From an optimization exercise on the open Yosys and OpenROAD flow, aimed at small area and a short achievable clock period; shortcuts taken in it are not production practice.
No run shown here included a check of the RTL's function; only the layout flow was run.

==> flow/design.v, too long to show whole: its modules and the start of the top module <==
// module HarmonicMean: 57 lines
// module hm_divrow: 694 lines
// module hm_mul16lo: 418 lines
// module hm_sum4: 15 lines
module HarmonicMean (
    input wire clk,
    input wire reset,
    input wire [15:0] data1,
    input wire [15:0] data2,
    input wire [15:0] data3,
    input wire [15:0] data4,
    input wire data_valid1,
    input wire data_valid2,
    input wire data_valid3,
    input wire data_valid4,
    output wire [15:0] harmonic_mean,
    output reg data_ready
);
  // ...
==> flow/flow/run.sh <==
#!/bin/bash
# Standard synthesis, then full-adder polarity clean-up on its netlist, then the
# standard layout from that netlist. Each tool's output goes to its own log here.
set -euo pipefail
R=orfs/results/$FLOW_PLATFORM/HarmonicMean/base
bash standard.sh synth > synth.log 2>&1
cp $R/1_2_yosys.v 1_2_yosys.standard.v
python3 flow/fapol.py 1_2_yosys.standard.v $R/1_2_yosys.v > fapol.log 2>&1
bash standard.sh finish SETUP_SLACK_MARGIN=26 > layout.log 2>&1
==> flow/flow/fapol.py <==
#!/usr/bin/env python3
"""Flips the polarity of full-adder cells in a Yosys netlist to remove inverters.

A full adder is self-dual: fa(~a, ~b, ~c) = (~cout, ~sum). Flipping one takes the
complements of its inputs (reusing inverters already there) and complements its
outputs (absorbing the inverters on them). A flip is kept when it lowers the
inverter count. usage: fapol.py in.v out.v
"""
import re, sys
from collections import defaultdict

src = open(sys.argv[1]).read()
mod_m = re.search(r'^module\s+(\w+)\s*\((.*?)\);', src, re.S | re.M)
body_start = mod_m.end()
end_idx = src.rindex('endmodule')
body = src[body_start:end_idx]

inst_re = re.compile(r'^\s*(sky130_fd_sc_hd__\w+)\s+(\S+)\s*\((.*?)\);', re.S | re.M)
pin_re = re.compile(r'\.(\w+)\(([^()]*)\)')
insts = {}
order = []
for m in inst_re.finditer(body):
    typ, name, pins = m.group(1), m.group(2), m.group(3)
    insts[name] = {'type': typ, 'pins': {p: n.strip() for p, n in pin_re.findall(pins)}}
    order.append(name)
other = inst_re.sub('', body)  # declarations and assigns
assert 'assign' not in other or True
ports_out = set()
for m in re.finditer(r'^\s*output\s+(\[\d+:\d+\]\s+)?(\S+)\s*;', body, re.M):
    rng, nm = m.group(1), m.group(2)
    if rng:
        a, b = map(int, re.findall(r'\d+', rng))
        for i in range(min(a, b), max(a, b) + 1):
            ports_out.add(f'{nm}[{i}]')
    else:
        ports_out.add(nm)
assigns = re.findall(r'^\s*assign\s+(.*?)\s*=\s*(.*?);', other, re.M)
assign_nets = set()
for l, r in assigns:
    assign_nets.add(l.strip()); assign_nets.add(r.strip())

def is_inv(t): return re.fullmatch(r'sky130_fd_sc_hd__(clk)?inv_\d+', t) is not None
def is_fa(t): return re.fullmatch(r'sky130_fd_sc_hd__fa_\d+', t) is not None
OUTPINS = {'X', 'Y', 'Q', 'Q_N', 'COUT', 'SUM', 'HI', 'LO'}

def norm(n):
    return n.replace(' ', '')

def maps():
    drv, loads = {}, defaultdict(list)
    for nm, ins in insts.items():
        for p, n in ins['pins'].items():
            if not n: continue
            k = norm(n)
            if p in OUTPINS: drv[k] = (nm, p)
            else: loads[k].append((nm, p))
    return drv, loads

cnt = [0]
newwires = []
def fresh():
    cnt[0] += 1
    w = f'fapol_n{cnt[0]}'
    newwires.append(w)
    return w
def new_inv(a, y):
    cnt[0] += 1
    nm = f'fapol_i{cnt[0]}'
    insts[nm] = {'type': 'sky130_fd_sc_hd__inv_1', 'pins': {'A': a, 'Y': y}}
    return nm

def protected(n):
    return norm(n) in ports_out or norm(n) in assign_nets

def delta(f, drv, loads):
    ins = insts[f]['pins']
    d = 0
    seen = set()
    for p in ('A', 'B', 'CIN'):
        n = norm(ins[p])
        if n in seen: continue
        seen.add(n)
        dv = drv.get(n)
        if dv and is_inv(insts[dv[0]]['type']):
            ld = loads[n]
            if all(x[0] == f for x in ld) and not protected(n): d -= 1
        elif any(is_inv(insts[x[0]]['type']) for x in loads[n]):
            pass
        else:
            d += 1
    for p in ('SUM', 'COUT'):
        n = norm(ins.get(p, ''))
        if not n: continue
        ld = loads[n]
        k = [x for x in ld if is_inv(insts[x[0]]['type'])]
        rest = [x for x in ld if not is_inv(insts[x[0]]['type'])]
        d -= len([x for x in k if not protected(insts[x[0]]['pins']['Y'])])
        if rest or protected(n): d += 1
    return d

def flip(f, drv, loads):
    ins = insts[f]['pins']
    comp = {}
    for p in ('A', 'B', 'CIN'):
        n = norm(ins[p])
        if n in comp:
            ins[p] = comp[n]; continue
        dv = drv.get(n)
        if dv and is_inv(insts[dv[0]]['type']):
            c = insts[dv[0]]['pins']['A']
        else:
            invs = [x for x in loads[n] if is_inv(insts[x[0]]['type'])]
            if invs:
                c = insts[invs[0][0]]['pins']['Y']
            else:
                c = fresh(); new_inv(ins[p], c)
        comp[n] = c
        ins[p] = c
    for p in ('SUM', 'COUT'):
        n = ins.get(p, '')
        if not n or not n.strip(): continue
        nn = fresh()
        ins[p] = nn
        new_inv(nn, n)

def cleanup():
    changed = True
    while changed:
        changed = False
        drv, loads = maps()
        for nm in list(insts):
            ins = insts.get(nm)
            if ins is None or not is_inv(ins['type']): continue
            y = norm(ins['pins']['Y'])
            if not loads[y] and not protected(y):
                del insts[nm]; changed = True; continue
            a = norm(ins['pins']['A'])
            dv = drv.get(a)
            if dv and is_inv(insts[dv[0]]['type']) and not protected(y):
                m = insts[dv[0]]['pins']['A']
                for (ln, lp) in loads[y]:
                    insts[ln]['pins'][lp] = m
                del insts[nm]; changed = True
        if changed: continue
        # merge inverters on the same input
        byin = defaultdict(list)
        for nm, ins in insts.items():
            if is_inv(ins['type']): byin[norm(ins['pins']['A'])].append(nm)
        for a, lst in byin.items():
            if len(lst) < 2: continue
            keep = lst[0]
            ky = insts[keep]['pins']['Y']
            for nm in lst[1:]:
                y = norm(insts[nm]['pins']['Y'])
                if protected(y): continue
                for (ln, lp) in loads[y]:
                    insts[ln]['pins'][lp] = ky
                del insts[nm]; changed = True
            if changed: break

def ninv():
    return sum(1 for i in insts.values() if is_inv(i['type']))

cleanup()
before = ninv()
it = 0
while True:
    drv, loads = maps()
    best, bd = None, 0
    for nm, ins in insts.items():
        if is_fa(ins['type']):
            d = delta(nm, drv, loads)
            if d < bd: best, bd = nm, d
    if best is None: break
    flip(best, drv, loads)
    cleanup()
    it += 1
after = ninv()
print(f'fapol: {it} flips, inverters {before} -> {after}', file=sys.stderr)

# write out
def fmt(n):
    n = n.strip()
    return n + ' ' if n.startswith('\\') else n
used = set()
for ins in insts.values():
    for n in ins['pins'].values(): used.add(norm(n))
lines = []
decl = other
wires = ''.join(f'  wire {w};\n' for w in newwires if w in used)
out = src[:body_start] + decl.rstrip('\n') + '\n' + wires
for nm, ins in insts.items():
    pins = ',\n'.join(f'    .{p}({fmt(n)})' for p, n in ins['pins'].items())
    out += f'  {ins["type"]} {nm} (\n{pins}\n  );\n'
out += 'endmodule\n' + src[end_idx + len('endmodule'):].lstrip('\n')
open(sys.argv[2], 'w').write(out)
==> flow/standard.sh <==
#!/bin/bash
# synth_recipe.tcl (not shown) runs the flow's synth.tcl, then flattens the netlist and writes it again
# the make line also repeats each setting of config.mk as NAME=value (left out here)
make -C /OpenROAD-flow-scripts/flow DESIGN_CONFIG=/design/flow/config.mk WORK_HOME=/design/flow/orfs CLKGATE_MAP_FILE= SYNTH_SCRIPT=/design/flow/synth_recipe.tcl "${@:-finish}"
==> flow/config.mk <==
export PLATFORM = sky130hd
export DESIGN_NAME = HarmonicMean
export DESIGN_NICKNAME = HarmonicMean
export VERILOG_FILES = /design/flow/design.v
export SDC_FILE = /design/flow/constraint.sdc
export NUM_CORES = 4
export LEC_CHECK = 0
export ABC_AREA = 1
export CAP_MARGIN = 70
export CORE_MARGIN = 2
export CORE_UTILIZATION = 40
export SLEW_MARGIN = 70
==> flow/constraint.sdc <==
create_clock -name core_clock -period 56.0 [get_ports {clk}]
set_input_delay 11.2000 -clock core_clock [delete_from_list [all_inputs] [get_ports {clk}]]
set_output_delay 11.2000 -clock core_clock [all_outputs]
set_load 0.01 [all_outputs]
==> summary.md, run 1 <==
| Metric | Value |
|---|---|
| Status | `timing/DRC/antenna clean` |
| First-pass GRT wire length | `between 80,000 and 90,000 um` |
| Top Metal Used | `met4` |
| Area of the multi-input gates | `between 15,000 and 20,000 um^2` |
| Residual DRC | `0` |
| Worst path depth | `130` |
| Fin crit period | `roughly 30 ns` |
| Most frequent CP cell | `nand2_2` |
| Fin crit share | `between 50% and 60%` |
| Bufs and invs on worst path | `18` |
| Inverters | `around 320` |
| Number of gates resized after cts | `33` |
| Fillers | `between 4,000 and 5,000` |
| Root Buffer Master | `clkbuf_16` |
| H-tree depth | `2` |
| Detailed-routed wire length on met3 | `about 2600 um` |
| Clock transition at path regs | `0.06 ns` |
| Number of global-route vias before repair | `16,500` |
| Fraction of layout instances using a drive strength above 1 | `16.8%` |
| Post-Place Worst Slack | `~24 ns` |
| Io pins | `87` |
| Final-report setup violation count | `0` |
| Site row count | `78` |
| Starting DRC count in detailed routing | `a little under 900` |
| Vias | `approximately 16,000` |
| Worst-path maximum fanout | `7` |
| Worst Setup EP | `harmonic_mean[0]` |
| First-pass detailed-route iteration total | `5` |
| I/O Buffers | `86` |
==> module HarmonicMean, before the edit <==
module HarmonicMean (
    input wire clk,
    input wire reset,
    input wire [15:0] data1,
    input wire [15:0] data2,
    input wire [15:0] data3,
    input wire [15:0] data4,
    input wire data_valid1,
    input wire data_valid2,
    input wire data_valid3,
    input wire data_valid4,
    output wire [15:0] harmonic_mean,
    output reg data_ready
);
wire [15:0] p12, p34, hm_num, hm_den;
hm_mul16lo u_m12 (.a(data1), .b(data2), .p(p12));
hm_mul16lo u_m34 (.a(data3), .b(data4), .p(p34));
hm_mul16lo u_mn (.a(p12), .b(p34), .p(hm_num));
hm_sum4 u_sum (.a(data1), .b(data2), .c(data3), .d(data4), .s(hm_den));
wire all_valid = data_valid1 & data_valid2 & data_valid3 & data_valid4;
wire [15:0] ra [10:16];
wire [15:10] qa;
assign ra[16] = hm_num;
genvar i;
generate
    for (i = 15; i >= 10; i = i - 1) begin : rowa
        hm_divrow #(.I(i)) u (.r(ra[i+1]), .d(hm_den), .q(qa[i]), .rn(ra[i]));
    end
endgenerate
reg [15:0] rem_q;
reg [15:0] den_q;
reg [15:10] qhi_q;
always @(posedge clk or posedge reset) begin
    if (reset) begin
        rem_q <= 16'd0;
        den_q <= 16'd1;
        qhi_q <= 0;
        data_ready <= 1'b0;
    end else begin
        if (all_valid) begin
            rem_q <= ra[10];
            den_q <= hm_den;
            qhi_q <= qa;
        end
        data_ready <= all_valid;
    end
end
wire [15:0] rb [0:10];
wire [9:0] qb;
assign rb[10] = rem_q;
generate
    for (i = 9; i >= 0; i = i - 1) begin : rowb
        hm_divrow #(.I(i)) u (.r(rb[i+1]), .d(den_q), .q(qb[i]), .rn(rb[i]));
    end
endgenerate
assign harmonic_mean = {qhi_q, qb};
endmodule
==> inputs of run 2 (changes only) <==
--- a/flow/design.v
+++ b/flow/design.v
@@ -13,68 +13,85 @@
     output reg data_ready
 );
 wire [15:0] p12, p34, hm_num, hm_den;
 hm_mul16lo u_m12 (.a(data1), .b(data2), .p(p12));
 hm_mul16lo u_m34 (.a(data3), .b(data4), .p(p34));
 hm_mul16lo u_mn (.a(p12), .b(p34), .p(hm_num));
 hm_sum4 u_sum (.a(data1), .b(data2), .c(data3), .d(data4), .s(hm_den));
 wire all_valid = data_valid1 & data_valid2 & data_valid3 & data_valid4;
-wire [15:0] ra [10:16];
-wire [15:10] qa;
-assign ra[16] = hm_num;
-genvar i;
-generate
-    for (i = 15; i >= 10; i = i - 1) begin : rowa
-        hm_divrow #(.I(i)) u (.r(ra[i+1]), .d(hm_den), .q(qa[i]), .rn(ra[i]));
-    end
-endgenerate
+wire [15:13] qa;
+wire [15:0] a_r15;
+hm_divrow #(.I(15)) u_a_row15 (.r(hm_num), .d(hm_den), .q(qa[15]), .rn(a_r15));
+wire [15:0] a_r14;
+hm_divrow #(.I(14)) u_a_row14 (.r(a_r15), .d(hm_den), .q(qa[14]), .rn(a_r14));
+wire [15:0] a_r13;
+hm_divrow #(.I(13)) u_a_row13 (.r(a_r14), .d(hm_den), .q(qa[13]), .rn(a_r13));
 reg [15:0] rem_q;
 reg [15:0] den_q;
-reg [15:10] qhi_q;
+reg [15:13] qhi_q;
 always @(posedge clk or posedge reset) begin
     if (reset) begin
         rem_q <= 16'd0;
         den_q <= 16'd1;
         qhi_q <= 0;
         data_ready <= 1'b0;
     end else begin
         if (all_valid) begin
-            rem_q <= ra[10];
+            rem_q <= a_r13;
             den_q <= hm_den;
             qhi_q <= qa;
         end
         data_ready <= all_valid;
     end
 end
-wire [15:0] rb [0:10];
-wire [9:0] qb;
-assign rb[10] = rem_q;
-generate
-    for (i = 9; i >= 0; i = i - 1) begin : rowb
-        hm_divrow #(.I(i)) u (.r(rb[i+1]), .d(den_q), .q(qb[i]), .rn(rb[i]));
-    end
-endgenerate
+wire [12:0] qb;
+wire [15:0] b_r12;
+hm_divrow #(.I(12)) u_b_row12 (.r(rem_q), .d(den_q), .q(qb[12]), .rn(b_r12));
+wire [15:0] b_r11;
+hm_divrow #(.I(11)) u_b_row11 (.r(b_r12), .d(den_q), .q(qb[11]), .rn(b_r11));
+wire [15:0] b_r10;
+hm_divrow #(.I(10)) u_b_row10 (.r(b_r11), .d(den_q), .q(qb[10]), .rn(b_r10));
+wire [15:0] b_r9;
+hm_divrow #(.I(9)) u_b_row9 (.r(b_r10), .d(den_q), .q(qb[9]), .rn(b_r9));
+wire [15:0] b_r8;
+hm_divrow #(.I(8)) u_b_row8 (.r(b_r9), .d(den_q), .q(qb[8]), .rn(b_r8));
+wire [15:0] b_r7;
+hm_divrow #(.I(7)) u_b_row7 (.r(b_r8), .d(den_q), .q(qb[7]), .rn(b_r7));
+wire [15:0] b_r6;
+hm_divrow #(.I(6)) u_b_row6 (.r(b_r7), .d(den_q), .q(qb[6]), .rn(b_r6));
+wire [15:0] b_r5;
+hm_divrow #(.I(5)) u_b_row5 (.r(b_r6), .d(den_q), .q(qb[5]), .rn(b_r5));
+wire [15:0] b_r4;
+hm_divrow #(.I(4)) u_b_row4 (.r(b_r5), .d(den_q), .q(qb[4]), .rn(b_r4));
+wire [15:0] b_r3;
+hm_divrow #(.I(3)) u_b_row3 (.r(b_r4), .d(den_q), .q(qb[3]), .rn(b_r3));
+wire [15:0] b_r2;
+hm_divrow #(.I(2)) u_b_row2 (.r(b_r3), .d(den_q), .q(qb[2]), .rn(b_r2));
+wire [15:0] b_r1;
+hm_divrow #(.I(1)) u_b_row1 (.r(b_r2), .d(den_q), .q(qb[1]), .rn(b_r1));
+wire [15:0] b_r0;
+hm_divrow #(.I(0)) u_b_row0 (.r(b_r1), .d(den_q), .q(qb[0]), .rn(b_r0));
 assign harmonic_mean = {qhi_q, qb};
 endmodule
 module hm_divrow #(parameter I = 0) (
     input wire [15:0] r,
     input wire [15:0] d,
     output wire q,
     output wire [15:0] rn
 );
     wire hz;
     wire [15-I:0] df;
     wire bo;
     generate
         if (I == 0) begin : w16
             wire [15:0] a = r[15:0];
             wire [15:0] b = d[15:0];
             wire [15:0] g0 = ~a & b;
-            wire [15:0] p0 = ~(a ^ b);
+            wire [15:0] p0 = ~a | b;
             wire g1_1 = g0[1] | (p0[1] & g0[0]);
             wire p1_1 = p0[1] & p0[0];
             wire g1_3 = g0[3] | (p0[3] & g0[2]);
             wire p1_3 = p0[3] & p0[2];
             wire g1_5 = g0[5] | (p0[5] & g0[4]);
             wire p1_5 = p0[5] & p0[4];
             wire g1_7 = g0[7] | (p0[7] & g0[6]);
             wire p1_7 = p0[7] & p0[6];
@@ -129,39 +146,39 @@
             wire g4_12 = g3_12 | (p3_12 & g3_7);
             wire p4_12 = p3_12 & p3_7;
             wire g4_13 = g3_13 | (p3_13 & g3_7);
             wire p4_13 = p3_13 & p3_7;
             wire g4_14 = g3_14 | (p3_14 & g3_7);
             wire p4_14 = p3_14 & p3_7;
             wire g4_15 = g3_15 | (p3_15 & g3_7);
             wire p4_15 = p3_15 & p3_7;
-            assign df[0] = a[0] ^ b[0] ^ 1'b0;
-            assign df[1] = a[1] ^ b[1] ^ g0[0];
-            assign df[2] = a[2] ^ b[2] ^ g1_1;
-            assign df[3] = a[3] ^ b[3] ^ g2_2;
-            assign df[4] = a[4] ^ b[4] ^ g2_3;
-            assign df[5] = a[5] ^ b[5] ^ g3_4;
-            assign df[6] = a[6] ^ b[6] ^ g3_5;
-            assign df[7] = a[7] ^ b[7] ^ g3_6;
-            assign df[8] = a[8] ^ b[8] ^ g3_7;
-            assign df[9] = a[9] ^ b[9] ^ g4_8;
-            assign df[10] = a[10] ^ b[10] ^ g4_9;
-            assign df[11] = a[11] ^ b[11] ^ g4_10;
-            assign df[12] = a[12] ^ b[12] ^ g4_11;
-            assign df[13] = a[13] ^ b[13] ^ g4_12;
-            assign df[14] = a[14] ^ b[14] ^ g4_13;
-            assign df[15] = a[15] ^ b[15] ^ g4_14;
+            assign df[0] = b[0] ^ 1'b0;
+            assign df[1] = b[1] ^ g0[0];
+            assign df[2] = b[2] ^ g1_1;
+            assign df[3] = b[3] ^ g2_2;
+            assign df[4] = b[4] ^ g2_3;
+            assign df[5] = b[5] ^ g3_4;
+            assign df[6] = b[6] ^ g3_5;
+            assign df[7] = b[7] ^ g3_6;
+            assign df[8] = b[8] ^ g3_7;
+            assign df[9] = b[9] ^ g4_8;
+            assign df[10] = b[10] ^ g4_9;
+            assign df[11] = b[11] ^ g4_10;
+            assign df[12] = b[12] ^ g4_11;
+            assign df[13] = b[13] ^ g4_12;
+            assign df[14] = b[14] ^ g4_13;
+            assign df[15] = b[15] ^ g4_14;
             assign bo = g4_15;
         end
         else if (I == 1) begin : w15
             wire [14:0] a = r[15:1];
             wire [14:0] b = d[14:0];
             wire [14:0] g0 = ~a & b;
-            wire [14:0] p0 = ~(a ^ b);
+            wire [14:0] p0 = ~a | b;
             wire g1_1 = g0[1] | (p0[1] & g0[0]);
             wire p1_1 = p0[1] & p0[0];
             wire g1_3 = g0[3] | (p0[3] & g0[2]);
             wire p1_3 = p0[3] & p0[2];
             wire g1_5 = g0[5] | (p0[5] & g0[4]);
             wire p1_5 = p0[5] & p0[4];
             wire g1_7 = g0[7] | (p0[7] & g0[6]);
             wire p1_7 = p0[7] & p0[6];
@@ -208,38 +225,38 @@
             wire g4_11 = g2_11 | (p2_11 & g3_7);
             wire p4_11 = p2_11 & p3_7;
             wire g4_12 = g3_12 | (p3_12 & g3_7);
             wire p4_12 = p3_12 & p3_7;
             wire g4_13 = g3_13 | (p3_13 & g3_7);
             wire p4_13 = p3_13 & p3_7;
             wire g4_14 = g3_14 | (p3_14 & g3_7);
             wire p4_14 = p3_14 & p3_7;
-            assign df[0] = a[0] ^ b[0] ^ 1'b0;
-            assign df[1] = a[1] ^ b[1] ^ g0[0];
-            assign df[2] = a[2] ^ b[2] ^ g1_1;
-            assign df[3] = a[3] ^ b[3] ^ g2_2;
-            assign df[4] = a[4] ^ b[4] ^ g2_3;
-            assign df[5] = a[5] ^ b[5] ^ g3_4;
-            assign df[6] = a[6] ^ b[6] ^ g3_5;
-            assign df[7] = a[7] ^ b[7] ^ g3_6;
-            assign df[8] = a[8] ^ b[8] ^ g3_7;
-            assign df[9] = a[9] ^ b[9] ^ g4_8;
-            assign df[10] = a[10] ^ b[10] ^ g4_9;
-            assign df[11] = a[11] ^ b[11] ^ g4_10;
-            assign df[12] = a[12] ^ b[12] ^ g4_11;
-            assign df[13] = a[13] ^ b[13] ^ g4_12;
-            assign df[14] = a[14] ^ b[14] ^ g4_13;
+            assign df[0] = b[0] ^ 1'b0;
+            assign df[1] = b[1] ^ g0[0];
+            assign df[2] = b[2] ^ g1_1;
+            assign df[3] = b[3] ^ g2_2;
+            assign df[4] = b[4] ^ g2_3;
+            assign df[5] = b[5] ^ g3_4;
+            assign df[6] = b[6] ^ g3_5;
+            assign df[7] = b[7] ^ g3_6;
+            assign df[8] = b[8] ^ g3_7;
+            assign df[9] = b[9] ^ g4_8;
+            assign df[10] = b[10] ^ g4_9;
+            assign df[11] = b[11] ^ g4_10;
+            assign df[12] = b[12] ^ g4_11;
+            assign df[13] = b[13] ^ g4_12;
+            assign df[14] = b[14] ^ g4_13;
             assign bo = g4_14;
         end
         else if (I == 2) begin : w14
             wire [13:0] a = r[15:2];
             wire [13:0] b = d[13:0];
             wire [13:0] g0 = ~a & b;
-            wire [13:0] p0 = ~(a ^ b);
+            wire [13:0] p0 = ~a | b;
             wire g1_1 = g0[1] | (p0[1] & g0[0]);
             wire p1_1 = p0[1] & p0[0];
             wire g1_3 = g0[3] | (p0[3] & g0[2]);
             wire p1_3 = p0[3] & p0[2];
             wire g1_5 = g0[5] | (p0[5] & g0[4]);
             wire p1_5 = p0[5] & p0[4];
             wire g1_7 = g0[7] | (p0[7] & g0[6]);
             wire p1_7 = p0[7] & p0[6];
@@ -280,37 +297,37 @@
             wire g4_10 = g2_10 | (p2_10 & g3_7);
             wire p4_10 = p2_10 & p3_7;
             wire g4_11 = g2_11 | (p2_11 & g3_7);
             wire p4_11 = p2_11 & p3_7;
             wire g4_12 = g3_12 | (p3_12 & g3_7);
             wire p4_12 = p3_12 & p3_7;
             wire g4_13 = g3_13 | (p3_13 & g3_7);
             wire p4_13 = p3_13 & p3_7;
-            assign df[0] = a[0] ^ b[0] ^ 1'b0;
-            assign df[1] = a[1] ^ b[1] ^ g0[0];
-            assign df[2] = a[2] ^ b[2] ^ g1_1;
-            assign df[3] = a[3] ^ b[3] ^ g2_2;
-            assign df[4] = a[4] ^ b[4] ^ g2_3;
-            assign df[5] = a[5] ^ b[5] ^ g3_4;
-            assign df[6] = a[6] ^ b[6] ^ g3_5;
-            assign df[7] = a[7] ^ b[7] ^ g3_6;
-            assign df[8] = a[8] ^ b[8] ^ g3_7;
-            assign df[9] = a[9] ^ b[9] ^ g4_8;
-            assign df[10] = a[10] ^ b[10] ^ g4_9;
-            assign df[11] = a[11] ^ b[11] ^ g4_10;
-            assign df[12] = a[12] ^ b[12] ^ g4_11;
-            assign df[13] = a[13] ^ b[13] ^ g4_12;
+            assign df[0] = b[0] ^ 1'b0;
+            assign df[1] = b[1] ^ g0[0];
+            assign df[2] = b[2] ^ g1_1;
+            assign df[3] = b[3] ^ g2_2;
+            assign df[4] = b[4] ^ g2_3;
+            assign df[5] = b[5] ^ g3_4;
+            assign df[6] = b[6] ^ g3_5;
+            assign df[7] = b[7] ^ g3_6;
+            assign df[8] = b[8] ^ g3_7;
+            assign df[9] = b[9] ^ g4_8;
+            assign df[10] = b[10] ^ g4_9;
+            assign df[11] = b[11] ^ g4_10;
+            assign df[12] = b[12] ^ g4_11;
+            assign df[13] = b[13] ^ g4_12;
             assign bo = g4_13;
         end
         else if (I == 3) begin : w13
             wire [12:0] a = r[15:3];
             wire [12:0] b = d[12:0];
             wire [12:0] g0 = ~a & b;
-            wire [12:0] p0 = ~(a ^ b);
+            wire [12:0] p0 = ~a | b;
             wire g1_1 = g0[1] | (p0[1] & g0[0]);
             wire p1_1 = p0[1] & p0[0];
             wire g1_3 = g0[3] | (p0[3] & g0[2]);
             wire p1_3 = p0[3] & p0[2];
             wire g1_5 = g0[5] | (p0[5] & g0[4]);
             wire p1_5 = p0[5] & p0[4];
             wire g1_7 = g0[7] | (p0[7] & g0[6]);
             wire p1_7 = p0[7] & p0[6];
@@ -345,36 +362,36 @@
             wire g4_9 = g1_9 | (p1_9 & g3_7);
             wire p4_9 = p1_9 & p3_7;
             wire g4_10 = g2_10 | (p2_10 & g3_7);
             wire p4_10 = p2_10 & p3_7;
             wire g4_11 = g2_11 | (p2_11 & g3_7);
             wire p4_11 = p2_11 & p3_7;
             wire g4_12 = g3_12 | (p3_12 & g3_7);
             wire p4_12 = p3_12 & p3_7;
-            assign df[0] = a[0] ^ b[0] ^ 1'b0;
-            assign df[1] = a[1] ^ b[1] ^ g0[0];
-            assign df[2] = a[2] ^ b[2] ^ g1_1;
-            assign df[3] = a[3] ^ b[3] ^ g2_2;
-            assign df[4] = a[4] ^ b[4] ^ g2_3;
-            assign df[5] = a[5] ^ b[5] ^ g3_4;
-            assign df[6] = a[6] ^ b[6] ^ g3_5;
-            assign df[7] = a[7] ^ b[7] ^ g3_6;
-            assign df[8] = a[8] ^ b[8] ^ g3_7;
-            assign df[9] = a[9] ^ b[9] ^ g4_8;
-            assign df[10] = a[10] ^ b[10] ^ g4_9;
-            assign df[11] = a[11] ^ b[11] ^ g4_10;
-            assign df[12] = a[12] ^ b[12] ^ g4_11;
+            assign df[0] = b[0] ^ 1'b0;
+            assign df[1] = b[1] ^ g0[0];
+            assign df[2] = b[2] ^ g1_1;
+            assign df[3] = b[3] ^ g2_2;
+            assign df[4] = b[4] ^ g2_3;
+            assign df[5] = b[5] ^ g3_4;
+            assign df[6] = b[6] ^ g3_5;
+            assign df[7] = b[7] ^ g3_6;
+            assign df[8] = b[8] ^ g3_7;
+            assign df[9] = b[9] ^ g4_8;
+            assign df[10] = b[10] ^ g4_9;
+            assign df[11] = b[11] ^ g4_10;
+            assign df[12] = b[12] ^ g4_11;
             assign bo = g4_12;
         end
         else if (I == 4) begin : w12
             wire [11:0] a = r[15:4];
             wire [11:0] b = d[11:0];
             wire [11:0] g0 = ~a & b;
-            wire [11:0] p0 = ~(a ^ b);
+            wire [11:0] p0 = ~a | b;
             wire g1_1 = g0[1] | (p0[1] & g0[0]);
             wire p1_1 = p0[1] & p0[0];
             wire g1_3 = g0[3] | (p0[3] & g0[2]);
             wire p1_3 = p0[3] & p0[2];
             wire g1_5 = g0[5] | (p0[5] & g0[4]);
             wire p1_5 = p0[5] & p0[4];
             wire g1_7 = g0[7] | (p0[7] & g0[6]);
             wire p1_7 = p0[7] & p0[6];
@@ -405,35 +422,35 @@
             wire g4_8 = g0[8] | (p0[8] & g3_7);
             wire p4_8 = p0[8] & p3_7;
             wire g4_9 = g1_9 | (p1_9 & g3_7);
             wire p4_9 = p1_9 & p3_7;
             wire g4_10 = g2_10 | (p2_10 & g3_7);
             wire p4_10 = p2_10 & p3_7;
             wire g4_11 = g2_11 | (p2_11 & g3_7);
             wire p4_11 = p2_11 & p3_7;
-            assign df[0] = a[0] ^ b[0] ^ 1'b0;
-            assign df[1] = a[1] ^ b[1] ^ g0[0];
-            assign df[2] = a[2] ^ b[2] ^ g1_1;
-            assign df[3] = a[3] ^ b[3] ^ g2_2;
-            assign df[4] = a[4] ^ b[4] ^ g2_3;
-            assign df[5] = a[5] ^ b[5] ^ g3_4;
-            assign df[6] = a[6] ^ b[6] ^ g3_5;
-            assign df[7] = a[7] ^ b[7] ^ g3_6;
-            assign df[8] = a[8] ^ b[8] ^ g3_7;
-            assign df[9] = a[9] ^ b[9] ^ g4_8;
-            assign df[10] = a[10] ^ b[10] ^ g4_9;
-            assign df[11] = a[11] ^ b[11] ^ g4_10;
+            assign df[0] = b[0] ^ 1'b0;
+            assign df[1] = b[1] ^ g0[0];
+            assign df[2] = b[2] ^ g1_1;
+            assign df[3] = b[3] ^ g2_2;
+            assign df[4] = b[4] ^ g2_3;
+            assign df[5] = b[5] ^ g3_4;
+            assign df[6] = b[6] ^ g3_5;
+            assign df[7] = b[7] ^ g3_6;
+            assign df[8] = b[8] ^ g3_7;
+            assign df[9] = b[9] ^ g4_8;
+            assign df[10] = b[10] ^ g4_9;
+            assign df[11] = b[11] ^ g4_10;
             assign bo = g4_11;
         end
         else if (I == 5) begin : w11
             wire [10:0] a = r[15:5];
             wire [10:0] b = d[10:0];
             wire [10:0] g0 = ~a & b;
-            wire [10:0] p0 = ~(a ^ b);
+            wire [10:0] p0 = ~a | b;
             wire g1_1 = g0[1] | (p0[1] & g0[0]);
             wire p1_1 = p0[1] & p0[0];
             wire g1_3 = g0[3] | (p0[3] & g0[2]);
             wire p1_3 = p0[3] & p0[2];
             wire g1_5 = g0[5] | (p0[5] & g0[4]);
             wire p1_5 = p0[5] & p0[4];
             wire g1_7 = g0[7] | (p0[7] & g0[6]);
             wire p1_7 = p0[7] & p0[6];
@@ -458,34 +475,34 @@
             wire g3_7 = g2_7 | (p2_7 & g2_3);
             wire p3_7 = p2_7 & p2_3;
             wire g4_8 = g0[8] | (p0[8] & g3_7);
             wire p4_8 = p0[8] & p3_7;
             wire g4_9 = g1_9 | (p1_9 & g3_7);
             wire p4_9 = p1_9 & p3_7;
             wire g4_10 = g2_10 | (p2_10 & g3_7);
             wire p4_10 = p2_10 & p3_7;
-            assign df[0] = a[0] ^ b[0] ^ 1'b0;
-            assign df[1] = a[1] ^ b[1] ^ g0[0];
-            assign df[2] = a[2] ^ b[2] ^ g1_1;
-            assign df[3] = a[3] ^ b[3] ^ g2_2;
-            assign df[4] = a[4] ^ b[4] ^ g2_3;
-            assign df[5] = a[5] ^ b[5] ^ g3_4;
-            assign df[6] = a[6] ^ b[6] ^ g3_5;
-            assign df[7] = a[7] ^ b[7] ^ g3_6;
-            assign df[8] = a[8] ^ b[8] ^ g3_7;
-            assign df[9] = a[9] ^ b[9] ^ g4_8;
-            assign df[10] = a[10] ^ b[10] ^ g4_9;
+            assign df[0] = b[0] ^ 1'b0;
+            assign df[1] = b[1] ^ g0[0];
+            assign df[2] = b[2] ^ g1_1;
+            assign df[3] = b[3] ^ g2_2;
+            assign df[4] = b[4] ^ g2_3;
+            assign df[5] = b[5] ^ g3_4;
+            assign df[6] = b[6] ^ g3_5;
+            assign df[7] = b[7] ^ g3_6;
+            assign df[8] = b[8] ^ g3_7;
+            assign df[9] = b[9] ^ g4_8;
+            assign df[10] = b[10] ^ g4_9;
             assign bo = g4_10;
         end
         else if (I == 6) begin : w10
             wire [9:0] a = r[15:6];
             wire [9:0] b = d[9:0];
             wire [9:0] g0 = ~a & b;
-            wire [9:0] p0 = ~(a ^ b);
+            wire [9:0] p0 = ~a | b;
             wire g1_1 = g0[1] | (p0[1] & g0[0]);
             wire p1_1 = p0[1] & p0[0];
             wire g1_3 = g0[3] | (p0[3] & g0[2]);
             wire p1_3 = p0[3] & p0[2];
             wire g1_5 = g0[5] | (p0[5] & g0[4]);
             wire p1_5 = p0[5] & p0[4];
             wire g1_7 = g0[7] | (p0[7] & g0[6]);
             wire p1_7 = p0[7] & p0[6];
@@ -506,33 +523,33 @@
             wire g3_6 = g2_6 | (p2_6 & g2_3);
             wire p3_6 = p2_6 & p2_3;
             wire g3_7 = g2_7 | (p2_7 & g2_3);
             wire p3_7 = p2_7 & p2_3;
             wire g4_8 = g0[8] | (p0[8] & g3_7);
             wire p4_8 = p0[8] & p3_7;
             wire g4_9 = g1_9 | (p1_9 & g3_7);
             wire p4_9 = p1_9 & p3_7;
-            assign df[0] = a[0] ^ b[0] ^ 1'b0;
-            assign df[1] = a[1] ^ b[1] ^ g0[0];
-            assign df[2] = a[2] ^ b[2] ^ g1_1;
-            assign df[3] = a[3] ^ b[3] ^ g2_2;
-            assign df[4] = a[4] ^ b[4] ^ g2_3;
-            assign df[5] = a[5] ^ b[5] ^ g3_4;
-            assign df[6] = a[6] ^ b[6] ^ g3_5;
-            assign df[7] = a[7] ^ b[7] ^ g3_6;
-            assign df[8] = a[8] ^ b[8] ^ g3_7;
-            assign df[9] = a[9] ^ b[9] ^ g4_8;
+            assign df[0] = b[0] ^ 1'b0;
+            assign df[1] = b[1] ^ g0[0];
+            assign df[2] = b[2] ^ g1_1;
+            assign df[3] = b[3] ^ g2_2;
+            assign df[4] = b[4] ^ g2_3;
+            assign df[5] = b[5] ^ g3_4;
+            assign df[6] = b[6] ^ g3_5;
+            assign df[7] = b[7] ^ g3_6;
+            assign df[8] = b[8] ^ g3_7;
+            assign df[9] = b[9] ^ g4_8;
             assign bo = g4_9;
         end
         else if (I == 7) begin : w9
             wire [8:0] a = r[15:7];
             wire [8:0] b = d[8:0];
             wire [8:0] g0 = ~a & b;
-            wire [8:0] p0 = ~(a ^ b);
+            wire [8:0] p0 = ~a | b;
             wire g1_1 = g0[1] | (p0[1] & g0[0]);
             wire p1_1 = p0[1] & p0[0];
             wire g1_3 = g0[3] | (p0[3] & g0[2]);
             wire p1_3 = p0[3] & p0[2];
             wire g1_5 = g0[5] | (p0[5] & g0[4]);
             wire p1_5 = p0[5] & p0[4];
             wire g1_7 = g0[7] | (p0[7] & g0[6]);
             wire p1_7 = p0[7] & p0[6];
@@ -549,32 +566,32 @@
             wire g3_5 = g1_5 | (p1_5 & g2_3);
             wire p3_5 = p1_5 & p2_3;
             wire g3_6 = g2_6 | (p2_6 & g2_3);
             wire p3_6 = p2_6 & p2_3;
             wire g3_7 = g2_7 | (p2_7 & g2_3);
             wire p3_7 = p2_7 & p2_3;
             wire g4_8 = g0[8] | (p0[8] & g3_7);
             wire p4_8 = p0[8] & p3_7;
-            assign df[0] = a[0] ^ b[0] ^ 1'b0;
-            assign df[1] = a[1] ^ b[1] ^ g0[0];
-            assign df[2] = a[2] ^ b[2] ^ g1_1;
-            assign df[3] = a[3] ^ b[3] ^ g2_2;
-            assign df[4] = a[4] ^ b[4] ^ g2_3;
-            assign df[5] = a[5] ^ b[5] ^ g3_4;
-            assign df[6] = a[6] ^ b[6] ^ g3_5;
-            assign df[7] = a[7] ^ b[7] ^ g3_6;
-            assign df[8] = a[8] ^ b[8] ^ g3_7;
+            assign df[0] = b[0] ^ 1'b0;
+            assign df[1] = b[1] ^ g0[0];
+            assign df[2] = b[2] ^ g1_1;
+            assign df[3] = b[3] ^ g2_2;
+            assign df[4] = b[4] ^ g2_3;
+            assign df[5] = b[5] ^ g3_4;
+            assign df[6] = b[6] ^ g3_5;
+            assign df[7] = b[7] ^ g3_6;
+            assign df[8] = b[8] ^ g3_7;
             assign bo = g4_8;
         end
         else if (I == 8) begin : w8
             wire [7:0] a = r[15:8];
             wire [7:0] b = d[7:0];
             wire [7:0] g0 = ~a & b;
-            wire [7:0] p0 = ~(a ^ b);
+            wire [7:0] p0 = ~a | b;
             wire g1_1 = g0[1] | (p0[1] & g0[0]);
             wire p1_1 = p0[1] & p0[0];
             wire g1_3 = g0[3] | (p0[3] & g0[2]);
             wire p1_3 = p0[3] & p0[2];
             wire g1_5 = g0[5] | (p0[5] & g0[4]);
             wire p1_5 = p0[5] & p0[4];
             wire g1_7 = g0[7] | (p0[7] & g0[6]);
             wire p1_7 = p0[7] & p0[6];
@@ -589,31 +606,31 @@
             wire g3_4 = g0[4] | (p0[4] & g2_3);
             wire p3_4 = p0[4] & p2_3;
             wire g3_5 = g1_5 | (p1_5 & g2_3);
             wire p3_5 = p1_5 & p2_3;
             wire g3_6 = g2_6 | (p2_6 & g2_3);
             wire p3_6 = p2_6 & p2_3;
             wire g3_7 = g2_7 | (p2_7 & g2_3);
             wire p3_7 = p2_7 & p2_3;
-            assign df[0] = a[0] ^ b[0] ^ 1'b0;
-            assign df[1] = a[1] ^ b[1] ^ g0[0];
-            assign df[2] = a[2] ^ b[2] ^ g1_1;
-            assign df[3] = a[3] ^ b[3] ^ g2_2;
-            assign df[4] = a[4] ^ b[4] ^ g2_3;
-            assign df[5] = a[5] ^ b[5] ^ g3_4;
-            assign df[6] = a[6] ^ b[6] ^ g3_5;
-            assign df[7] = a[7] ^ b[7] ^ g3_6;
+            assign df[0] = b[0] ^ 1'b0;
+            assign df[1] = b[1] ^ g0[0];
+            assign df[2] = b[2] ^ g1_1;
+            assign df[3] = b[3] ^ g2_2;
+            assign df[4] = b[4] ^ g2_3;
+            assign df[5] = b[5] ^ g3_4;
+            assign df[6] = b[6] ^ g3_5;
+            assign df[7] = b[7] ^ g3_6;
             assign bo = g3_7;
         end
         else if (I == 9) begin : w7
             wire [6:0] a = r[15:9];
             wire [6:0] b = d[6:0];
             wire [6:0] g0 = ~a & b;
-            wire [6:0] p0 = ~(a ^ b);
+            wire [6:0] p0 = ~a | b;
             wire g1_1 = g0[1] | (p0[1] & g0[0]);
             wire p1_1 = p0[1] & p0[0];
             wire g1_3 = g0[3] | (p0[3] & g0[2]);
             wire p1_3 = p0[3] & p0[2];
             wire g1_5 = g0[5] | (p0[5] & g0[4]);
             wire p1_5 = p0[5] & p0[4];
             wire g2_2 = g0[2] | (p0[2] & g1_1);
             wire p2_2 = p0[2] & p1_1;
@@ -622,134 +639,134 @@
             wire g2_6 = g0[6] | (p0[6] & g1_5);
             wire p2_6 = p0[6] & p1_5;
             wire g3_4 = g0[4] | (p0[4] & g2_3);
             wire p3_4 = p0[4] & p2_3;
             wire g3_5 = g1_5 | (p1_5 & g2_3);
             wire p3_5 = p1_5 & p2_3;
             wire g3_6 = g2_6 | (p2_6 & g2_3);
             wire p3_6 = p2_6 & p2_3;
-            assign df[0] = a[0] ^ b[0] ^ 1'b0;
-            assign df[1] = a[1] ^ b[1] ^ g0[0];
-            assign df[2] = a[2] ^ b[2] ^ g1_1;
-            assign df[3] = a[3] ^ b[3] ^ g2_2;
-            assign df[4] = a[4] ^ b[4] ^ g2_3;
-            assign df[5] = a[5] ^ b[5] ^ g3_4;
-            assign df[6] = a[6] ^ b[6] ^ g3_5;
+            assign df[0] = b[0] ^ 1'b0;
+            assign df[1] = b[1] ^ g0[0];
+            assign df[2] = b[2] ^ g1_1;
+            assign df[3] = b[3] ^ g2_2;
+            assign df[4] = b[4] ^ g2_3;
+            assign df[5] = b[5] ^ g3_4;
+            assign df[6] = b[6] ^ g3_5;
             assign bo = g3_6;
         end
         else if (I == 10) begin : w6
             wire [5:0] a = r[15:10];
             wire [5:0] b = d[5:0];
             wire [5:0] g0 = ~a & b;
-            wire [5:0] p0 = ~(a ^ b);
+            wire [5:0] p0 = ~a | b;
             wire g1_1 = g0[1] | (p0[1] & g0[0]);
             wire p1_1 = p0[1] & p0[0];
             wire g1_3 = g0[3] | (p0[3] & g0[2]);
             wire p1_3 = p0[3] & p0[2];
             wire g1_5 = g0[5] | (p0[5] & g0[4]);
             wire p1_5 = p0[5] & p0[4];
             wire g2_2 = g0[2] | (p0[2] & g1_1);
             wire p2_2 = p0[2] & p1_1;
             wire g2_3 = g1_3 | (p1_3 & g1_1);
             wire p2_3 = p1_3 & p1_1;
             wire g3_4 = g0[4] | (p0[4] & g2_3);
             wire p3_4 = p0[4] & p2_3;
             wire g3_5 = g1_5 | (p1_5 & g2_3);
             wire p3_5 = p1_5 & p2_3;
-            assign df[0] = a[0] ^ b[0] ^ 1'b0;
-            assign df[1] = a[1] ^ b[1] ^ g0[0];
-            assign df[2] = a[2] ^ b[2] ^ g1_1;
-            assign df[3] = a[3] ^ b[3] ^ g2_2;
-            assign df[4] = a[4] ^ b[4] ^ g2_3;
-            assign df[5] = a[5] ^ b[5] ^ g3_4;
+            assign df[0] = b[0] ^ 1'b0;
+            assign df[1] = b[1] ^ g0[0];
+            assign df[2] = b[2] ^ g1_1;
+            assign df[3] = b[3] ^ g2_2;
+            assign df[4] = b[4] ^ g2_3;
+            assign df[5] = b[5] ^ g3_4;
             assign bo = g3_5;
         end
         else if (I == 11) begin : w5
             wire [4:0] a = r[15:11];
             wire [4:0] b = d[4:0];
             wire [4:0] g0 = ~a & b;
-            wire [4:0] p0 = ~(a ^ b);
+            wire [4:0] p0 = ~a | b;
             wire g1_1 = g0[1] | (p0[1] & g0[0]);
             wire p1_1 = p0[1] & p0[0];
             wire g1_3 = g0[3] | (p0[3] & g0[2]);
             wire p1_3 = p0[3] & p0[2];
             wire g2_2 = g0[2] | (p0[2] & g1_1);
             wire p2_2 = p0[2] & p1_1;
             wire g2_3 = g1_3 | (p1_3 & g1_1);
             wire p2_3 = p1_3 & p1_1;
             wire g3_4 = g0[4] | (p0[4] & g2_3);
             wire p3_4 = p0[4] & p2_3;
-            assign df[0] = a[0] ^ b[0] ^ 1'b0;
-            assign df[1] = a[1] ^ b[1] ^ g0[0];
-            assign df[2] = a[2] ^ b[2] ^ g1_1;
-            assign df[3] = a[3] ^ b[3] ^ g2_2;
-            assign df[4] = a[4] ^ b[4] ^ g2_3;
+            assign df[0] = b[0] ^ 1'b0;
+            assign df[1] = b[1] ^ g0[0];
+            assign df[2] = b[2] ^ g1_1;
+            assign df[3] = b[3] ^ g2_2;
+            assign df[4] = b[4] ^ g2_3;
             assign bo = g3_4;
         end
         else if (I == 12) begin : w4
             wire [3:0] a = r[15:12];
             wire [3:0] b = d[3:0];
             wire [3:0] g0 = ~a & b;
-            wire [3:0] p0 = ~(a ^ b);
+            wire [3:0] p0 = ~a | b;
             wire g1_1 = g0[1] | (p0[1] & g0[0]);
             wire p1_1 = p0[1] & p0[0];
             wire g1_3 = g0[3] | (p0[3] & g0[2]);
             wire p1_3 = p0[3] & p0[2];
             wire g2_2 = g0[2] | (p0[2] & g1_1);
             wire p2_2 = p0[2] & p1_1;
             wire g2_3 = g1_3 | (p1_3 & g1_1);
             wire p2_3 = p1_3 & p1_1;
-            assign df[0] = a[0] ^ b[0] ^ 1'b0;
-            assign df[1] = a[1] ^ b[1] ^ g0[0];
-            assign df[2] = a[2] ^ b[2] ^ g1_1;
-            assign df[3] = a[3] ^ b[3] ^ g2_2;
+            assign df[0] = b[0] ^ 1'b0;
+            assign df[1] = b[1] ^ g0[0];
+            assign df[2] = b[2] ^ g1_1;
+            assign df[3] = b[3] ^ g2_2;
             assign bo = g2_3;
         end
         else if (I == 13) begin : w3
             wire [2:0] a = r[15:13];
             wire [2:0] b = d[2:0];
             wire [2:0] g0 = ~a & b;
-            wire [2:0] p0 = ~(a ^ b);
+            wire [2:0] p0 = ~a | b;
             wire g1_1 = g0[1] | (p0[1] & g0[0]);
             wire p1_1 = p0[1] & p0[0];
             wire g2_2 = g0[2] | (p0[2] & g1_1);
             wire p2_2 = p0[2] & p1_1;
-            assign df[0] = a[0] ^ b[0] ^ 1'b0;
-            assign df[1] = a[1] ^ b[1] ^ g0[0];
-            assign df[2] = a[2] ^ b[2] ^ g1_1;
+            assign df[0] = b[0] ^ 1'b0;
+            assign df[1] = b[1] ^ g0[0];
+            assign df[2] = b[2] ^ g1_1;
             assign bo = g2_2;
         end
         else if (I == 14) begin : w2
             wire [1:0] a = r[15:14];
             wire [1:0] b = d[1:0];
             wire [1:0] g0 = ~a & b;
-            wire [1:0] p0 = ~(a ^ b);
+            wire [1:0] p0 = ~a | b;
             wire g1_1 = g0[1] | (p0[1] & g0[0]);
             wire p1_1 = p0[1] & p0[0];
-            assign df[0] = a[0] ^ b[0] ^ 1'b0;
-            assign df[1] = a[1] ^ b[1] ^ g0[0];
+            assign df[0] = b[0] ^ 1'b0;
+            assign df[1] = b[1] ^ g0[0];
             assign bo = g1_1;
         end
         else if (I == 15) begin : w1
             wire [0:0] a = r[15:15];
             wire [0:0] b = d[0:0];
             wire [0:0] g0 = ~a & b;
-            wire [0:0] p0 = ~(a ^ b);
-            assign df[0] = a[0] ^ b[0] ^ 1'b0;
+            wire [0:0] p0 = ~a | b;
+            assign df[0] = b[0] ^ 1'b0;
             assign bo = g0[0];
         end
     endgenerate
     generate
         if (I == 0) begin : g0
             assign hz = 1'b1;
-            assign rn = q ? df : r;
+            assign rn = r ^ ({16{q}} & df);
         end else begin : gn
             assign hz = ~|d[15:16-I];
-            assign rn = q ? {df, r[I-1:0]} : r;
+            assign rn = {r[15:I] ^ ({(16-I){q}} & df), r[I-1:0]};
         end
     endgenerate
     assign q = hz & ~bo;
 endmodule
 module hm_mul16lo (input wire [15:0] a, input wire [15:0] b, output wire [15:0] p);
     wire pp_0_0 = a[0] & b[0];
     wire pp_0_1 = a[0] & b[1];
     wire pp_0_2 = a[0] & b[2];
==> flow/flow/run.sh (replaced) <==
#!/bin/bash
# Standard synthesis, then full-adder polarity clean-up on its netlist, then the
# standard layout from that netlist. Each tool's output goes to its own log here.
set -euo pipefail
R=orfs/results/$FLOW_PLATFORM/HarmonicMean/base
bash standard.sh synth > synth.log 2>&1
cp $R/1_2_yosys.v 1_2_yosys.standard.v
python3 flow/fapol.py 1_2_yosys.standard.v $R/1_2_yosys.v > fapol.log 2>&1
bash standard.sh finish SETUP_SLACK_MARGIN=30 "BUFFER_PORTS_ARGS=-buffer_cell sky130_fd_sc_hd__buf_2" > layout.log 2>&1
==> flow/config.mk (replaced) <==
export PLATFORM = sky130hd
export DESIGN_NAME = HarmonicMean
export DESIGN_NICKNAME = HarmonicMean
export VERILOG_FILES = /design/flow/design.v
export SDC_FILE = /design/flow/constraint.sdc
export NUM_CORES = 4
export LEC_CHECK = 0
export ABC_AREA = 1
export CAP_MARGIN = 20
export CORE_MARGIN = 2
export CORE_UTILIZATION = 40
export SLEW_MARGIN = 20
==> run 2 against run 1 <==
  * Routed wire length is 12% higher
  * Area after synthesis is 9.5% higher
  * Sequential share of layout area is 0.36 points lower
  * Final area is 0.15% lower
  * Critical endpoint unchanged
  * Setup slack better by 4.8 ns
  * Die area is 9.3% higher
  * Worst hold slack hardly changed
  * Critical path type unchanged
  * Still clean on timing, DRC and antenna
==> summary.md, run 2 <==
| Metric | Value |
|---|---|
| Worst slew pin tran | `roughly 0.73 ns` |
| CTS Sinks | `36` |
| First-pass GRT wire length | `98,700 um (+17%)` |
| GRT Overall Usage | `between 20% and 30%` |
| GR Overflow Total | `0` |
| Top flop regs | `den_q (16), rem_q (16), qhi_q (3)` |
| CTS tree | `built` |
| Startpoint Class | `register` |
| Worst hold slack | `roughly 0.49 ns` |
| Post-DR vias/cell | `~5.3` |
| Reg2reg setup slack | `around 54 ns` |
| Residual DRC | `0 (unchanged)` |
| Critical path class | `register to output pin` |
| Layout Skew | `0 ns` |
| Post-Syn Area | `~20,000 um^2` |
| RSZ-0062 raised after global routing | `false` |
| Number of global-route vias before repair | `19,600 (+19%)` |
| Fin crit period | `24.55 ns (-4.76 ns)` |
| Fin area | `around 21,000 um^2` |
| H-tree depth | `2 (unchanged)` |
| Initial Utilization | `40.6%` |
| First-pass detailed-route iteration total | `6 (+1)` |
| Fraction of layout instances using a drive strength above 1 | `11.6% (-5.2 points)` |
| Hold buffer count at cts | `0` |
| Most common cell after layout, fill and taps aside | `nand2_1` |
| Detail Placement HPWL | `roughly 47,000 um` |
| Hold crit path type | `register to register` |
| CP Capture Type | `output pin` |
| Cells on Worst Hold Path | `2` |
| Most frequent CP cell | `nand2_1` |
| Max transition margin | `about half` |
| Reg2Reg Launch Point | `den_q[8]` |
| I/O Buffers | `86 (unchanged)` |
| Final-report setup violation count | `0 (unchanged)` |
| Area grow syn2layout | `6.32%` |
| FF-to-FF End | `den_q[8]` |
| DR WL/cell | `between 15 and 20 um` |
| Post-DP Area | `between 20,000 and 25,000 um^2` |
| RePlAce Congestion | `roughly 0.91` |
| Setup slack after layout | `~31 ns` |
| Max-cap viol count | `0` |
| Hold path startpoint | `qhi_q[13]` |
| Net count after synthesis | `approximately 3,400` |
| Final hold vios | `0` |
| Slowest CP cell | `dfstp_4` |
| Io pins | `87 (unchanged)` |
| Setup_tns | `0 ns` |
| Critical path arrival | `13.35 ns` |
| TritonCTS buffer count | `5` |
| Max Fclk | `around 0.041 GHz` |
| Status | `timing/DRC/antenna clean` |
| Vias | `19,500 (+22%)` |
| Max Slew Vio Count | `0` |
| Site row count | `81 (+3.8%)` |
| Worst path required time | `44.80 ns` |
| Root Buffer Master | `clkbuf_16` |
| Post-route ant nets | `0` |
| Die area | `between 50,000 and 60,000 um^2` |
| Core box area | `49,000 um^2` |
| Largest net degree at the start of global routing | `37` |
| Ant. Diodes | `0` |
| Chip Width | `~230 um` |
| Most frequent cells in the layout | `1,058 x nand2_1, 370 x nand3_1, 315 x fa_1, 313 x inv_1, 202 x nor2_1` |
| Worst-case reg-to-reg path depth | `3` |
| Clock transition at path regs | `0.06 ns (about the same)` |
| Final Net Count | `3,417` |
| Starting DRC count in detailed routing | `1,345 (+51%)` |
| Mean Syn Cell Area | `about 6.6 um^2` |
| CP max stage delay | `0.75 ns` |
| Clk Latency, worst-skew pair | `approximately 0.28 ns` |
| Worst hold endpoint | `qhi_q[13]` |
| Synth Warn # | `1` |
| Wirelength, routed | `a little over 60,000 um` |
| Clock tree buffer depth | `2` |
| Antenna violations before repair | `0` |
| Fin crit share | `43.8% (-8.5 points)` |
| Synthesized instance count | `2,995` |
| Worst-path maximum fanout | `17 (+10)` |
| Post-Place Worst Slack | `30.45 ns (+6.48 ns)` |
| Chip Height | `227 um` |
[run 2: cell count changes in the layout (fill, tap and decap cells not counted), sizes merged, moves of 21 or more]
| cell | change |
|---|---|
| nand4 | +73 |
| buf | -31 |
| clkdlybuf4s50 | -50 |
| nand3 | +307 |
| o21ai | -32 |
| xor2 | +21 |
| ha | -118 |
| fa | -45 |
| a21oi | -26 |
| nand2 | +332 |
| inv | +48 |
| nor2 | +70 |
[run 2: how the worst max path moves through the flow]
stage	from	end	slack (ns)
2_1_floorplan	data3[0]	rem_q[14]	33.66
3_3_place_gp	den_q[7]	harmonic_mean[0]	30.93
3_5_place_dp	den_q[0]	harmonic_mean[0]	30.45
4_1_cts	den_q[0]	harmonic_mean[0]	30.11
5_1_grt	den_q[0]	harmonic_mean[0]	30.00
6_report	den_q[0]	harmonic_mean[0]	31.45
[run 2: through the flow]
step / utilization, % / cells
5_1_grt: 43.2 / 3675
3_5_place_dp: 42.1 / 3640
6_report: 43.2 / 3675
4_1_cts: 42.4 / 3648
2_1_floorplan: - / 2995
3_3_place_gp: 42.1 / 3639
[run 2: what timing repair did]
action | CTS | global route
gates resized for setup | 0 | 27
buffers inserted | 0 | 21
setup endpoints to repair | 0 | 2
[run 2: cell type report]
cell class	count	area, um^2
Timing Repair inverter	1	5.00
Clock inverter	1	7.51
Sequential cell	36	907
Inverter	381	1460
Multi-Input combinational cell	2461	17000
Clock buffer	7	143
Timing Repair Buffer	124	787
Tap cell	664	831
Fill cell	5108	27800
[run 2: worst max-delay path, delay by kind of cell, from the launching register on]
family / cells / cell delay, ns
DFF: 1 / 0.75
buffers and inverters: 17 / 1.86
AOI/OAI and AO/OA: 9 / 1.85
and+or+nand+nor: 80 / 8.53
[run 2: layer usage]
layer	vias to the layer above	GRT usage (%)	part of all wire (%)
met2	654	43.0	50
met1	9415	30.3	42
met5	-	0	0
met3	96	1.67	5.4
met4	0	7.68	2.6
li1	9334	-	-
==> inputs of run 3 (changes only) <==
--- a/flow/flow/run.sh
+++ b/flow/flow/run.sh
@@ -8,2 +8,2 @@
 python3 flow/fapol.py 1_2_yosys.standard.v $R/1_2_yosys.v > fapol.log 2>&1
-bash standard.sh finish SETUP_SLACK_MARGIN=30 "BUFFER_PORTS_ARGS=-buffer_cell sky130_fd_sc_hd__buf_2" > layout.log 2>&1
+bash standard.sh finish SETUP_SLACK_MARGIN=32 "BUFFER_PORTS_ARGS=-buffer_cell sky130_fd_sc_hd__buf_2" > layout.log 2>&1
==> run 3 against run 2 <==
  * Register-to-register slack got worse by 0.11 ns
  * Final area rose by 11%
  * Core utilization increased by 4.5 points
  * Synthesized cell count is the same
  * Critical path depth grew 5
  * Cell count up 2.7%
  * Clock skew unchanged
  * Count of clock-buffer cells in the layout stayed put
  * Largest cell class unchanged
==> summary.md, run 3 <==
| Metric | Value |
|---|---|
| Delay-heaviest family, CP | `simple AND/OR/NAND/NOR gates` |
| Final Net Count | `3,515 (+2.9%)` |
| Clk Latency, worst-skew pair | `0.28 ns (about the same)` |
| Area of the multi-input gates | `18,300 um^2 (+7.5%)` |
| Net count after synthesis | `3,402 (unchanged)` |
| Critical path arrival | `12.46 ns (-0.89 ns)` |
| RePlAce Congestion | `0.905 (unchanged)` |
| Register area | `917 um^2 (+1.1%)` |
| Site row count | `81 (unchanged)` |
| I/O Buffers | `86 (unchanged)` |
| Fraction of layout instances using a drive strength above 1 | `21.6% (+10 points)` |
| First-pass detailed-route iteration total | `7 (+1)` |
| Synth Warn # | `1 (unchanged)` |
| Chip Height | `227 um (unchanged)` |
| Fin crit share | `42.3% (-1.6 points)` |
| Reg2Reg Launch Point | `den_q[8]` |
| Max transition margin | `39.5% (-12 points)` |
| Largest net degree at the start of global routing | `37 (unchanged)` |
| Worst-path maximum fanout | `12 (-5)` |
| Chip Width | `227 um (unchanged)` |
| Hold crit path type | `register to register` |
| Worst slew pin tran | `0.898 ns (+0.172 ns)` |
| Hold buffer count at cts | `0 (unchanged)` |
| Finished Layout Cells | `3,773 (+2.7%)` |
| Fillers | `4,916 (-3.8%)` |
| Most frequent CP cell | `nand2_1` |
| Fin area | `23,300 um^2 (+11%)` |
| Io pins | `87 (unchanged)` |
| Residual DRC | `0 (unchanged)` |
| CTS tree | `built` |
| Clock transition at path regs | `0.06 ns (about the same)` |
| Mean Syn Cell Area | `6.63 um^2 (unchanged)` |
| Post-DP Area | `20,600 um^2 (unchanged)` |
| Worst path required time | `44.80 ns (about the same)` |
| Slowest CP cell | `dfrtp_1` |
| Top flop regs | `den_q (16), rem_q (16), qhi_q (3)` |
| Setup_tns | `0 ns (unchanged)` |
| Startpoint Class | `register` |
| Hold path startpoint | `qhi_q[13]` |
| Post-Syn Area | `19,900 um^2 (unchanged)` |
| Bufs and invs on worst path | `12 (-5)` |
| Worst-case reg-to-reg path depth | `4 (+1)` |
| Wirelength, routed | `64,300 um (+6.5%)` |
| Placed insts | `3,640 (unchanged)` |
| RSZ-0062 raised after global routing | `true` |
| CTS Sinks | `36 (unchanged)` |
| Status | `timing/DRC/antenna clean` |
| Worst hold endpoint | `qhi_q[13]` |
| Max Slew Vio Count | `0 (unchanged)` |
| Area grow syn2layout | `17.5%` |
| Core box area | `49,000 um^2 (unchanged)` |
| Cells on Worst Hold Path | `2 (unchanged)` |
| Initial Utilization | `40.6% (unchanged)` |
| Max-cap viol count | `0 (unchanged)` |
| Root Buffer Master | `clkbuf_16` |
| DR WL/cell | `17.0 um (+3.7%)` |
| Final hold vios | `0 (unchanged)` |
| Post-route ant nets | `0 (unchanged)` |
| TritonCTS buffer count | `5 (unchanged)` |
| Reg2reg setup slack | `54.18 ns (-0.11 ns)` |
| GRT Overall Usage | `24.4% (+0.51 points)` |
| Vias | `20,300 (+4.0%)` |
| Final-report setup violation count | `0 (unchanged)` |
| Clock tree buffer depth | `2 (unchanged)` |
| Most frequent cells in the layout | `948 x nand2_1, 315 x fa_1, 311 x inv_1, 302 x nand3_1, 174 x nor2_1` |
| Ant. Diodes | `0 (unchanged)` |
| Antenna violations before repair | `0 (unchanged)` |
| Die area | `51,500 um^2 (unchanged)` |
| Post-DR vias/cell | `5.37 (+1.3%)` |
| Starting DRC count in detailed routing | `1,402 (+4.2%)` |
| Critical path class | `register to output pin` |
| Most common cell after layout, fill and taps aside | `nand2_1` |
| Synthesized instance count | `2,995 (unchanged)` |
| CP Capture Type | `output pin` |
| First-pass GRT wire length | `101,000 um (+2.1%)` |
| Layout Skew | `0 ns (unchanged)` |
| CP max stage delay | `0.37 ns (-0.38 ns)` |
| Fin crit period | `23.66 ns (-0.892 ns)` |
| Max Fclk | `0.0423 GHz (+3.8%)` |
| GR Overflow Total | `0 (unchanged)` |
| Number of global-route vias before repair | `19,900 (+1.8%)` |
| FF-to-FF End | `den_q[8]` |
| Worst path depth | `111 (+4.7%)` |
| H-tree depth | `2 (unchanged)` |
| Detail Placement HPWL | `47,000 um (unchanged)` |
-- run 3: timing repair --
item,4_1_cts,5_1_grt
buffers inserted,19,82
gates cloned,9,15
setup endpoints to repair,2,2
pin swaps,14,147
resized for setup,41,339
-- run 3: through the flow --
stage | hold slack, ns | setup WS, ns | utilization [%]
after floorplan | 0.488 | 33.66 | -
after global placement | 0.463 | 30.93 | 42.1
after detailed placement | 0.474 | 30.45 | 42.1
after CTS | 0.488 | 32.01 | 43.3
after global routing | 0.524 | 31.37 | 47.7
final | 0.484 | 32.34 | 47.7
-- run 3: cell type report --
cell class | count | share of cell area, %
clock buffers | 7 | 0.611
well taps | 664 | 3.56
clock inverters | 1 | 0.0322
inverters | 381 | 6.54
repair inverters | 6 | 0.193
multi-input cells | 2470 | 78.2
repair buffers | 208 | 6.90
flip-flops and latches | 36 | 3.93
-- run 3: worst max path at each step --
stage                     slack, ns       from               end
after floorplan               33.66   data3[0]         rem_q[14]
after global placement        30.93   den_q[7]  harmonic_mean[0]
after detailed placement      30.45   den_q[0]  harmonic_mean[0]
after CTS                     32.01   den_q[5]  harmonic_mean[0]
after global routing          31.37  den_q[10]  harmonic_mean[0]
final                         32.34  den_q[10]  harmonic_mean[0]
-- run 3: metal layers --
| layer | wire (um) | share of wire [%] | track usage [%] | vias up |
|---|---|---|---|---|
| li1 | - | - | - | 9548 |
| met1 | 26300 | 41 | 30.9 | 9883 |
| met2 | 32400 | 50 | 44.3 | 719 |
| met3 | 3720 | 5.8 | 1.67 | 127 |
| met4 | 1900 | 3.0 | 7.30 | 0 |
| met5 | 0 | 0 | 0 | - |
-- run 3: worst reg2reg max path: stages (launching register included) --
cell	delay [ns]
dfrtp_1	0.37
buf_12	0.11
buf_4	0.22
clkinv_1	0.66
o21ai_0	0.36

## separate check: timing with driven ports
No port has a modelled driver above. Below, the same layouts with a new extraction and two added sets of constraints. Step 1 (the two cells are an assumption about what drives the block):
set clk [get_ports {clk}]
set_driving_cell -lib_cell sky130_fd_sc_hd__clkbuf_16 $clk
set_driving_cell -lib_cell sky130_fd_sc_hd__buf_2 [delete_from_list [all_inputs] $clk]
Step 2, shift: input delay + t, output delay - t, t = (earliest + latest rising clock arrival at the registers) / 2. This alone moves slack from input paths to output paths. Slacks: no drivers / after step 1 / after step 2; pairs: no drivers / after step 1.
run | t (ns) | slack for setup (ns) | hold slack, ns
run 1 | 0.332 | 26.686 / 26.639 / 26.841 | 0.488 / 0.488 / 0.488
run 2 | 0.324 | 31.447 / 31.400 / 31.724 | 0.488 / 0.488 / 0.488
run 3 | 0.329 | 32.339 / 32.290 / 32.470 | 0.484 / 0.484 / 0.484
After both steps setup and hold are still met in every run listed.
